From an optimization exercise on the open Yosys and OpenROAD flow, aimed at small area and a short achievable clock period; shortcuts taken in it are not production practice.
RTL that was checked went through simulation tests only; none was proved equivalent to the original.
Only the layout flow was run in run 1; the RTL was not checked for function there.
Power and IR drop assume default switching activity.

==> flow/design.v, too long to show whole: its modules and the start of the top module <==
// module fp32_mul: 1229 lines
// module fp32_mul_fa: 10 lines
// module fp32_mul_ha: 9 lines
// module fp32_mul_hai: 9 lines
module fp32_mul(
    input wire clk,
    input wire [31:0] a,         
    input wire [31:0] b,         
    input wire [2:0] rm,         
    output reg [31:0] result,    
    output wire nv,              
    output wire of,              
    output wire uf,              
    output wire nx               
);
  // ...
==> flow/run.sh <==
#!/bin/bash
# synth_recipe.tcl (not shown) runs the flow's synth.tcl, then flattens the netlist and writes it again
# the make line also repeats each setting of config.mk as NAME=value (left out here)
make -C /OpenROAD-flow-scripts/flow DESIGN_CONFIG=/design/flow/config.mk WORK_HOME=/design/flow/orfs CLKGATE_MAP_FILE= SYNTH_SCRIPT=/design/flow/synth_recipe.tcl finish
==> flow/config.mk <==
export PLATFORM = sky130hd
export DESIGN_NAME = fp32_mul
export DESIGN_NICKNAME = fp32_mul
export VERILOG_FILES = /design/flow/design.v
export SDC_FILE = /design/flow/constraint.sdc
export NUM_CORES = 4
export LEC_CHECK = 0
export CAP_MARGIN = 20
export CORE_MARGIN = 2
export CORE_UTILIZATION = 40
export SLEW_MARGIN = 20
export SYNTH_HIERARCHICAL = 1
==> flow/constraint.sdc <==
create_clock -name core_clock -period 8.2 [get_ports {clk}]
set_input_delay 1.6400 -clock core_clock [delete_from_list [all_inputs] [get_ports {clk}]]
set_output_delay 1.6400 -clock core_clock [all_outputs]
set_load 0.01 [all_outputs]
==> summary.md, run 1 <==
| Metric | Value |
|---|---|
| Met1 track demand over resource | 34.6% |
| Drt drc | 0 |
| Lkg Pwr | 13.2 nW |
| Flop-to-flop setup slack | 2.96 ns |
| Seq/Total Area, Yosys | 16.2% |
| Synth Flop Type | dfxtp_1 |
| Clock Power Share | 10.3% |
| Min Tclk post-route | 7.00 ns |
| CP startpoint | a[9] |
| Initial Util | 40.3% |
| Status | finished clean |
| Non-clock buffer share of cell area | 4.62% |
| CP dominant cell by count | a21oi_1 |
| FF+latch count, synth | 237 |
| Reg power frac | 13.9% |
| Commonest cells in the netlist | and2_1 (597), fa_1 (487), dfxtp_1 (237) |
| Clock network area share | 2.99% |
| Crit path to | s1_sticky |
| Simple-Gate Fraction of Synth Area | ~22% |
| P_seq | around 1.8 mW |
| Slowest cell on the critical path | or4_1 |
| First-pass GRT wire length | 153 mm |
| Clk sinks | 237 |
| Dpl ws | between 0.7 and 0.8 ns |
| Hold Path Class | flop to flop |
| Hold Startpoint | s1_m_rne |
| Async SR Flop Fraction | 0% |
| Synth-to-layout area growth | 9.80% |
| Drt first pass iters | 6 |
| Cell Chain, Critical Path | clkdlybuf4s50_1, or4_1, nor4_1, and3_1, a21oi_1, nand4_1, nor2_1, a21oi_1, nand2_1, and3_1, o21ai_0, nand2_1, ha_1, fa_1, inv_1, ha_1, a21o_1, a21oi_1, nor2b_1, o21ai_0, nand2b_1, a21oi_1, nor3_1, o22ai_1 |
| Latest clock arrival within the worst-skew pair | 0.60 ns |
| Met1 WL | 41.7 mm |
| Mux cell area share after synthesis | 3.32% |
| Post-CTS sizing | 0 |
| Compound-Gate Fraction of Synth Area | 13.6% |
| Top post-synthesis cells by area | fa_1 (33%), dfxtp_1 (16%), and2_1 (13%), ha_1 (5.3%), a21oi_1 (2.9%) |
| Cell depth of the worst setup path | 24 |
| Hold Fails Final Rpt | 0 |
| Leading cell kind | multi-input gates |
| Standard cell core area | 72800 µm² |
| Antenna Nets Post-Route | 0 |
| Nets@finish | between 3000 and 4000 |
| Gr usage total | about a quarter |
| Initial DRC count | 1998 |
==> inputs of run 2 (changes only) <==
--- a/flow/design.v
+++ b/flow/design.v
@@ -67,60 +67,62 @@
     wire s0_invalid = a_snan | b_snan | (a_inf & b_zero) | (a_zero & b_inf);
     wire s0_is_nan = a_nan | b_nan | s0_invalid;
     wire s0_is_inf = ~s0_is_nan & (a_inf | b_inf);
     wire s0_is_zero = ~s0_is_nan & (a_zero | b_zero);
     wire s0_sign = a[31] ^ b[31];
     wire s0_m_rmm = (rm == 3'b100);
     wire s0_m_away = ((rm == 3'b010) & s0_sign) | ((rm == 3'b011) & ~s0_sign);
     wire s0_m_rne = (rm != 3'b001) & (rm != 3'b010) & (rm != 3'b011) & (rm != 3'b100);
-    wire one_sub = a_sub ^ b_sub;
-    wire [4:0] p_sub = msb_index({9'b0, a_sub ? fa : fb});
+    wire s0_one_sub = a_sub ^ b_sub;
+    wire [4:0] pa = msb_index({9'b0, fa});
+    wire [4:0] pb = msb_index({9'b0, fb});
+    wire [4:0] s0_p = a_sub ? pa : pb;       
     wire [4:0] tza = a_fz ? 5'd23 : lsb_index({9'b0, fa});
     wire [4:0] tzb = b_fz ? 5'd23 : lsb_index({9'b0, fb});
-    wire [5:0] tz1 = {1'b0, tza} + {1'b0, tzb} + 6'd1;
-    wire [9:0] fexp = {2'b0, ea[7:1], ea[0] | a_sub} + {2'b0, eb[7:1], eb[0] | b_sub} - 10'd127;
-    wire [4:0] sh_left = one_sub ? p_sub : 5'd23;
-    wire [9:0] sh_right = 10'd24 - fexp;
-    wire right_pos = ~sh_right[9];
-    wire right_wins = right_pos & (sh_right > {5'b0, sh_left});
-    wire right_big = right_pos & (sh_right > 10'd49);
-    wire [5:0] s0_rs = right_wins ? (right_big ? 6'd49 : sh_right[5:0]) : {1'b0, sh_left};
-    wire s0_sticky = (tz1 < {1'b0, sh_left}) | (right_pos & ({4'b0, tz1} < sh_right));
-    wire [9:0] s0_exp = one_sub ? fexp - 10'd23 + {5'b0, p_sub} : fexp;
-    wire s0_exp_le0 = s0_exp[9] | (s0_exp == 10'd0);
-    wire s0_exp_ge255 = ~s0_exp[9] & (s0_exp >= 10'd255);
-    wire s0_exp_eq254 = (s0_exp == 10'd254);
+    wire [5:0] s0_tzs = {1'b0, tza} + {1'b0, tzb};
+    wire [8:0] s0_esum = {1'b0, ea[7:1], ea[0] | a_sub} + {1'b0, eb[7:1], eb[0] | b_sub};
     reg [23:0] ma;
     reg [23:0] mb;
-    reg [5:0] s1_rs;
-    reg s1_sticky;
-    reg [7:0] s1_exp;
-    reg s1_exp_le0, s1_exp_ge255, s1_exp_eq254;
+    reg s1_one_sub;
+    reg [4:0] s1_p;
+    reg [5:0] s1_tzs;
+    reg [8:0] s1_esum;
     reg s1_sign;
     reg s1_m_rne, s1_m_rmm, s1_m_away;
     reg s1_invalid, s1_is_nan, s1_is_inf, s1_is_zero;
     always @(posedge clk) begin
         ma <= {~a_sub, fa};
         mb <= {~b_sub, fb};
-        s1_rs <= s0_rs;
-        s1_sticky <= s0_sticky;
-        s1_exp <= s0_exp[7:0];
-        s1_exp_le0 <= s0_exp_le0;
-        s1_exp_ge255 <= s0_exp_ge255;
-        s1_exp_eq254 <= s0_exp_eq254;
+        s1_one_sub <= s0_one_sub;
+        s1_p <= s0_p;
+        s1_tzs <= s0_tzs;
+        s1_esum <= s0_esum;
         s1_sign <= s0_sign;
         s1_m_rne <= s0_m_rne;
         s1_m_rmm <= s0_m_rmm;
         s1_m_away <= s0_m_away;
         s1_invalid <= s0_invalid;
         s1_is_nan <= s0_is_nan;
         s1_is_inf <= s0_is_inf;
         s1_is_zero <= s0_is_zero;
     end
+    wire [4:0] sh_left = s1_one_sub ? s1_p : 5'd23;
+    wire [9:0] sh_right = 10'd151 - {1'b0, s1_esum};
+    wire right_pos = ~sh_right[9];
+    wire right_wins = right_pos & (sh_right > {5'b0, sh_left});
+    wire right_big = right_pos & (sh_right > 10'd49);
+    wire [5:0] s1_rs = right_wins ? (right_big ? 6'd49 : sh_right[5:0]) : {1'b0, sh_left};
+    wire [6:0] tz1 = {1'b0, s1_tzs} + 7'd1;
+    wire s1_sticky = (tz1 < {2'b0, sh_left}) | (right_pos & ({3'b0, tz1} < sh_right));
+    wire [9:0] s1_exp_full = {1'b0, s1_esum} - (s1_one_sub ? 10'd150 - {5'b0, s1_p} : 10'd127);
+    wire [7:0] s1_exp = s1_exp_full[7:0];
+    wire s1_exp_le0 = s1_exp_full[9] | (s1_exp_full == 10'd0);
+    wire s1_exp_ge255 = ~s1_exp_full[9] & (s1_exp_full >= 10'd255);
+    wire s1_exp_eq254 = (s1_exp_full == 10'd254);
     wire [575:0] pp;
     genvar gi, gj;
     generate
         for (gi = 0; gi < 24; gi = gi + 1) begin : g_pp_i
             for (gj = 0; gj < 24; gj = gj + 1) begin : g_pp_j
                 assign pp[gi*24+gj] = ma[gi] & mb[gj];
             end
         end
==> flow/config.mk (replaced) <==
export PLATFORM = sky130hd
export DESIGN_NAME = fp32_mul
export DESIGN_NICKNAME = fp32_mul
export VERILOG_FILES = /design/flow/design.v
export SDC_FILE = /design/flow/constraint.sdc
export NUM_CORES = 4
export LEC_CHECK = 0
export CAP_MARGIN = 20
export CORE_MARGIN = 2
export CORE_UTILIZATION = 40
export SETUP_SLACK_MARGIN = 4.2
export SLEW_MARGIN = 20
export SYNTH_HIERARCHICAL = 1
==> summary.md, run 2 <==
| Metric | Value |
|---|---|
| Gpl congestion | about 0.95 |
| RSZ-0062 raised after global routing | yes |
| Busiest grt layer | met2 |
| I/O pins | 104 |
| Pin count of the biggest net entering global routing | 61 |
| CTS tree | yes |
| Seq/Total Area, Yosys | 16.5% (+0.33 points) |
| Flop-to-flop setup slack | 3.83 ns (+0.87 ns) |
| PwrDens | 407 nW/µm² |
| Total power | 15.1 mW |
| Critical path endpoint category | primary output |
| Root Buffer | clkbuf_16 |
| Sum Neg Setup Slack | 0 ns |
| Height of the chip | roughly 270 µm |
| Via density | 5.91 |
| Antenna Nets Post-Route | 0 (unchanged) |
| Count leader, synth | and2_1 |
| CP required | 6.56 ns |
| Max-slew violation count | 0 |
| Post-Syn Area | 29200 µm² |
| Min Tclk post-route | 4.68 ns (-2.32 ns) |
| Clk slew on worst S/H paths | approximately 0.060 ns |
| Capture point of the worst reg-to-reg path | tc2[25] |
| Maximum vdd drop | 0.264 mV |
| Synth Flop Type | dfxtp_1 |
| Yosys Warn Count | 7 |
| Syn Inst Count | 2975 |
| Commonest cells in the netlist | and2_1 (591), fa_1 (487), dfxtp_1 (240) |
| Met3 Usage GRT | under 10% |
| Max Cap Violations | 0 |
| Met1 track demand over resource | 36.6% (+2.0 points) |
| Worst-path fanout max | 5 |
| EDFF count, synth | 0 |
| Met2 usage | 48.0% |
| CP dominant cell by count | and3_4 |
| Top post-synthesis cells by area | fa_1 (33%), dfxtp_1 (16%), and2_1 (13%), ha_1 (4.8%), a21oi_1 (2.7%) |
| Switching pwr | ~7.4 mW |
| Initial Util | 40.6% (+0.24 points) |
| Gr usage total | 29.6% (+3.2 points) |
| Vias | 24600 |
| Hold_buf cts | 0 |
| Top Registers | ts2 x47, tc2 x46 |
| Global route total overflow | 0 |
| Sw frac | 49.0% |
| Port buffer count | 103 |
| Register area | 4940 µm² |
| Standard cell core area | 71900 µm² (-1.3%) |
| Clock skew | around 0.025 ns |
| Yosys top cell by area | fa_1 |
| Initial antenna violation count | 8 |
| Fraction of layout cells with a size suffix above 1 | between 20% and 30% |
| Status | finished clean |
| CP arrival | 3.04 ns |
| # rows | 98 |
| Synth-to-layout area growth | 26.8% |
| Latest clock arrival within the worst-skew pair | 0.56 ns (-0.04 ns) |
| Clk sinks | 240 (+1.3%) |
| Commonest cells after routing, fill and taps aside | and2_1 (543), fa_1 (296), dfxtp_1 (192) |
| Fin crit share | between 50% and 60% |
| Hold Fails Final Rpt | 0 (unchanged) |
| Hold endpoint | s3_invalid |
| Die span in x | 274 µm |
| Drt drc | 0 (unchanged) |
| Fill count | 6477 |
| Synth Net Count | 3642 |
| Clock Power Share | 8.4% (-1.9 points) |
| Least-Margin Pin Slew | 0.748 ns |
| Crit start category | flop |
| Drt first pass iters | 5 (-1) |
| Hold_ws | about 0.31 ns |
| Fmax | 0.214 GHz |
| Worst Reg2Reg Path Length in Cells | 11 |
| Max FFs per register | 47 |
| Pint | around 7.7 mW |
| TritonCTS Buffers | 27 |
| Hold Path Class | flop to flop |
| Hold Startpoint | s2_invalid |
| Slowest cell on the critical path | dfxtp_2 |
| Slew margin rel. | 49.9% |
| Cell Chain, Critical Path | and3_4, and4_4, and3_4, and3_4, and2_4, a41o_4, a21oi_4, or2_4, o21ai_4, buf_6, buf_6, buf_16, a21oi_4, buf_2 |
| FF+latch count, synth | 240 (+1.3%) |
| First-pass GRT wire length | 166 mm (+8.5%) |
| Delay-heaviest family, CP | simple AND/OR/NAND/NOR gates |
| Nets@finish | 3845 (+3.7%) |
| CTS max path bufs | 3 |
| DP Wirelength | 71.8 mm |
| Setup violations, final | 0 |
| Reg power frac | 12.0% (-1.9 points) |
| Vias in the first global route | approximately 26000 |
| WP buf/inv | 4 |
| Type of the worst setup path | flop to primary output |
| Synthesized area per cell | 9.80 µm² |
| Worst R2R Start | ma[4] |
| Dpl ws | 2.48 ns (+1.75 ns) |
| Largest Register | ts2 |
| Combinational Power Share | 79.6% |
| Max incr delay on CP | about 0.33 ns |
| Setup ws final | between 3 and 4 ns |
| Lkg Pwr | 15.1 nW (+14%) |
| H-Tree Depth | 1 |
| Async SR Flop Fraction | 0% (unchanged) |
| Commonest non-fill, non-tap cell in the layout | and2_1 |
| Yosys top cell area share | ~33% |
| Multi-input logic area | 25200 µm² |
| Total Wirelength | around 110 mm |
| Netlist cell types | between 90 and 100 |
| Initial DRC count | 2144 (+7.3%) |
| Die Footprint | 75100 µm² |
| Wire per inst | around 27 µm |
| Hold path cells | 0 |
run 2: changes by cell type after synthesis, moves of 9 or more:
cell     before  now
o21ai_1      16   25
ha_1        124  112
a21o_1       27   36
mux2i_1      48   58
inv_1        51   42
a21oi_1     173  155
nor2_1      146  172
nor3_1       49   38
nand2_1     178  162
mux4_2       12   21
run 2: kinds of logic after synthesis:
kind of cell / Yosys count / share of synthesized area (%)
xor+xnor: 99 / 2.97
fa+ha+maj: 599 / 38.2
simple gates: 1173 / 22.2
flops: 240 / 16.5
mux: 102 / 4.59
compound gates: 531 / 12.4
buf+inv: 231 / 3.17
run 2: worst max path at each step:
stage	start	to	cells after the start
detailed placement	a[9]	s1_tzs[4]	20
global route	s3_mant[2]	result[12]	14
floorplan	b[12]	s1_tzs[4]	19
CTS	s3_mant[7]	result[14]	14
finish	s3_mant[7]	result[12]	14
global placement	a[9]	s1_tzs[4]	20
run 2: per-stage QoR:
step / instances / cell area (µm²) / utilization (%)
6_report: 4154 / 37000 / 51.4
5_1_grt: 4149 / 37000 / 51.4
4_1_cts: 4096 / 36000 / 50.1
3_5_place_dp: 3900 / 31400 / 43.7
3_3_place_gp: 3900 / 31400 / 43.7
2_1_floorplan: 2975 / 29600 / -
run 2: final cells by class:
| class | instances | share of cell area, % |
|---|---|---|
| Antenna cell | 8 | 0.0542 |
| Timing Repair Buffer | 353 | 11.9 |
| Timing Repair inverter | 3 | 0.0914 |
| Sequential cell | 240 | 13.4 |
| Clock buffer | 33 | 2.00 |
| Inverter | 46 | 0.508 |
| Tap cell | 950 | 3.22 |
| Multi-Input combinational cell | 2507 | 68.3 |
| Clock inverter | 14 | 0.515 |
run 2: modules after synthesis, one instance, submodules excluded:
module       copies in the design  cells inside
fp32_mul_fa                   483             1
fp32_mul                        1          2469
fp32_mul_ha                    23             1
run 2: metal layers:
layer  vias to the layer above  wire length, µm
li1                      10500                -
met1                     12400            43300
met2                      1235            52000
met3                       413             9010
met4                         6             8840
met5                         -               36
run 2: repair_timing:
item	in CTS	in global routing
resized for setup	743	158
buffers inserted	111	45
cloned	38	5
endpoints found under the setup margin	116	104
pin swaps	198	126
run 2: power groups by stage:
stage | Sequential [mW] | Combinational [mW] | Clock, mW
final | 1.81 | 12.0 | 1.27
after floorplan | 1.75 | 6.90 | 0
after global placement | 1.81 | 9.81 | 0
after global routing | 1.84 | 12.9 | 1.34
after detailed placement | 1.81 | 9.91 | 0
after CTS | 1.80 | 11.2 | 1.29
==> inputs of run 3 (changes only) <==
--- a/flow/config.mk
+++ b/flow/config.mk
@@ -8,6 +8,6 @@
 export CAP_MARGIN = 20
 export CORE_MARGIN = 2
 export CORE_UTILIZATION = 40
-export SETUP_SLACK_MARGIN = 4.2
+export SETUP_SLACK_MARGIN = 3.5
 export SLEW_MARGIN = 20
 export SYNTH_HIERARCHICAL = 1
==> summary.md, run 3 <==
| Metric | Value |
|---|---|
| Synth-to-layout area growth | 13.5% |
| Via density | 5.86 (-0.85%) |
| Yosys top cell area share | 33.4% (unchanged) |
| Hold Path Class | flop to flop |
| Global route total overflow | 0 (unchanged) |
| Standard cell core area | 71900 µm² (unchanged) |
| Commonest cells after routing, fill and taps aside | and2_1 (590), fa_1 (479), dfxtp_1 (225) |
| Switching pwr | 6.66 mW (-9.9%) |
| Gr usage total | 26.4% (-3.2 points) |
| Maximum vdd drop | 0.242 mV (-8.4%) |
| Max FFs per register | 47 (unchanged) |
| Dpl ws | 2.43 ns (-0.0476 ns) |
| Sum Neg Setup Slack | 0 ns (unchanged) |
| Sw frac | 50.3% (+1.3 points) |
| Syn Inst Count | 2975 (unchanged) |
| Synth Net Count | 3642 (unchanged) |
| Synthesized area per cell | 9.80 µm² (unchanged) |
| Yosys top cell by area | fa_1 |
| Least-Margin Pin Slew | 0.736 ns (-0.0123 ns) |
| Commonest non-fill, non-tap cell in the layout | and2_1 |
| # rows | 98 (unchanged) |
| Fmax | 0.212 GHz (-0.55%) |
| Height of the chip | 274 µm (unchanged) |
| I/O pins | 104 (unchanged) |
| Max Cap Violations | 0 (unchanged) |
| Gpl congestion | 0.941 (-0.61%) |
| Latest clock arrival within the worst-skew pair | 0.57 ns (about the same) |
| Pint | 6.57 mW (-14%) |
| Antenna Nets Post-Route | 0 (unchanged) |
| DP Wirelength | 70.5 mm (-1.7%) |
| Max-slew violation count | 0 (unchanged) |
| Port buffer count | 103 (unchanged) |
| Nets@finish | 3702 (-3.7%) |
| Clk sinks | 240 (unchanged) |
| Vias in the first global route | 25000 (-5.6%) |
| CP arrival | 3.07 ns (+0.03 ns) |
| Fin util | 46.1% (-5.4 points) |
| FF+latch count, synth | 240 (unchanged) |
| Die span in x | 274 µm (unchanged) |
| Final cell count without fillers | 4006 (-3.6%) |
| Combinational Power Share | 76.6% (-3.0 points) |
| Worst R2R Start | ma[21] |
| CP required | 6.56 ns (about the same) |
| RSZ-0062 raised after global routing | yes |
| Reg power frac | 13.6% (+1.6 points) |
| Seq/Total Area, Yosys | 16.5% (unchanged) |
| CP startpoint | s3_mant[8] |
| Crit start category | flop |
| Hold Startpoint | s1_m_rmm |
| Post-Syn Area | 29200 µm² (unchanged) |
| Pin count of the biggest net entering global routing | 61 (unchanged) |
| Wire per inst | 25.1 µm (-8.0%) |
| H-Tree Depth | 1 (unchanged) |
| Fin crit share | 57.4% (+0.31 points) |
| Count leader, synth | and2_1 |
| Yosys Warn Count | 7 (unchanged) |
| ANT cells | 0 (-8) |
| Worst-path fanout max | 5 (unchanged) |
| Hold_buf cts | 0 (unchanged) |
| Slew margin rel. | 50.6% (+0.70 points) |
| Type of the worst setup path | flop to primary output |
| Top Registers | ts2 x47, tc2 x46 |
| PwrDens | 400 nW/µm² (-1.9%) |
| Initial Util | 40.6% (unchanged) |
| Setup ws final | 3.49 ns (-0.0258 ns) |
| Clk slew on worst S/H paths | 0.06 ns (about the same) |
| Largest Register | ts2 |
| Hold Fails Final Rpt | 0 (unchanged) |
| Die Footprint | 75100 µm² (unchanged) |
| Status | finished clean |
| Total Wirelength | 100 mm (-11%) |
| Commonest cells in the netlist | and2_1 (591), fa_1 (487), dfxtp_1 (240) |
| Hold_ws | 0.324 ns (+0.0101 ns) |
| Fraction of layout cells with a size suffix above 1 | 11.7% (-16 points) |
| First-pass GRT wire length | 151 mm (-9.1%) |
| Synth Flop Type | dfxtp_1 |
| Initial DRC count | 2048 (-4.5%) |
| Netlist cell types | 98 (unchanged) |
| Lkg Pwr | 13.8 nW (-8.1%) |
| Drt first pass iters | 5 (unchanged) |
| Top post-synthesis cells by area | fa_1 (33%), dfxtp_1 (16%), and2_1 (13%), ha_1 (4.8%), a21oi_1 (2.7%) |
| Drt drc | 0 (unchanged) |
| EDFF count, synth | 0 (unchanged) |
| Initial antenna violation count | 3 (-5) |
| Critical path endpoint category | primary output |
| Clock Power Share | 9.8% (+1.4 points) |
| DP Cell Count | 3901 (+0.026%) |
| CTS tree | yes |
| Setup violations, final | 0 (unchanged) |
| Async SR Flop Fraction | 0% (unchanged) |
| CTS max path bufs | 3 (unchanged) |
| Vias | 23500 (-4.4%) |
| Min Tclk post-route | 4.71 ns (+0.0258 ns) |
| Root Buffer | clkbuf_16 |
| TritonCTS Buffers | 28 (+3.7%) |
| Clock skew | 0.0319 ns (+0.00651 ns) |
[run 3: Yosys stat by module, one instance, submodules excluded]
module / flops+latches / cells / area [µm²] / copies in the design
fp32_mul: 240 / 2469 / 19200 / 1
fp32_mul_fa: 0 / 1 / 20.0 / 483
fp32_mul_ha: 0 / 1 / 12.5 / 23
[run 3: worst max-delay path, stage by stage (launching register included)]
cell and delay [ns]:
dfxtp_2 0.33, and3_4 0.19, and4_4 0.21, and3_4 0.20, and3_4 0.18, and2_4 0.15, a41o_4 0.22, a21oi_4 0.07
or2_4 0.25, o21ai_4 0.17, buf_12 0.14, buf_8 0.11, buf_6 0.10, a21oi_2 0.03, buf_2 0.14
[run 3: cell families (layout without fill, tap and decap cells)]
kind of cell | after synthesis | in the layout | synth area share (%)
flip-flops | 240 | 240 | 16.5
AO/OA/AOI/OAI | 531 | 531 | 12.4
adder cells (fa/ha/maj) | 599 | 599 | 38.2
buffers and inverters | 231 | 309 | 3.17
multiplexers | 102 | 102 | 4.59
XOR/XNOR | 99 | 99 | 2.97
AND/OR/NAND/NOR | 1173 | 1176 | 22.2
[run 3: area by class of cell]
type                       count  area [µm²]
multi-input combinational   2507       23800
clock inverter                14         191
tap                          950        1190
sequential                   240        4830
clock buffer                  37         785
inverter                      46         175
timing repair buffer         212        2100
fill                        6786       38800
[run 3: power by group through the flow]
stage | combinational (mW) | clock [mW] | sequential, mW
2_1_floorplan | 6.80 | 0 | 1.75
3_3_place_gp | 9.64 | 0 | 1.80
3_5_place_dp | 9.73 | 0 | 1.81
4_1_cts | 9.84 | 1.33 | 1.79
5_1_grt | 11.1 | 1.37 | 1.83
6_report | 10.1 | 1.30 | 1.80
[run 3: what timing repair did]
item	4_1_cts	5_1_grt
setup endpoints to repair	65	53
buffers inserted	27	19
pin swaps	13	21
resized for setup	213	98
hold endpoints to repair	0	0
gates cloned	5	3
[run 3: worst paths after layout]
path | to | slack (ns) | depth (start not counted)
worst max-delay path | result[15] | 3.49 | 14
worst min-delay path | s2_m_rmm | 0.32 | 0
worst max register to register | tc2[25] | 3.56 | 10
worst min register to register | s2_m_rmm | 0.32 | 0
[run 3: per-stage QoR]
stage | area [µm²] | total power [mW]
CTS | 32600 | 13.0
detailed placement | 31100 | 11.5
floorplan | 29200 | 8.55
global route | 33100 | 14.3
finish | 33100 | 13.2
global placement | 31100 | 11.4
[run 3: metal layers]
layer  vias up  global-route usage (%)  part of all wire (%)
met1     12000                    35.7                    42
li1      10200                       -                     -
met2      1036                    42.9                    46
met4         2                    9.85                   4.1
met3       232                    3.75                   7.4
met5         -                       0                 0.013

## afterwards: timing with drivers on the ports
The results above use ideal ports. As a check the final layouts listed here were re-extracted and re-timed, cells and wires unchanged.
Step 1 assumes that a clkbuf_16 drives the clock port and a buf_2 every other input.
Step 2 times the ports against the registers' clock, not the clock port: input delays grow and output delays shrink by t, the midpoint of the rising clock arrivals with the driver on.
a / b / c = ideal ports / drivers / drivers and shift; a / b = the first two.
run	shift t [ns]	slack for setup (ns)	hold slack, ns	worst slew at a driven data input, ns
run 1	0.655	1.195 / 1.233 / 0.579	0.325 / 0.325 / 0.325	0.06
run 2	0.605	3.517 / 3.460 / 3.443	0.314 / 0.314 / 0.314	0.07
run 3	0.619	3.491 / 3.431 / 3.005	0.324 / 0.324 / 0.324	0.05
After both steps every run listed still meets setup and hold. For run 1, which loses most, drivers alone change the setup slack by +0.038 ns; drivers and shift together by -0.616 ns.
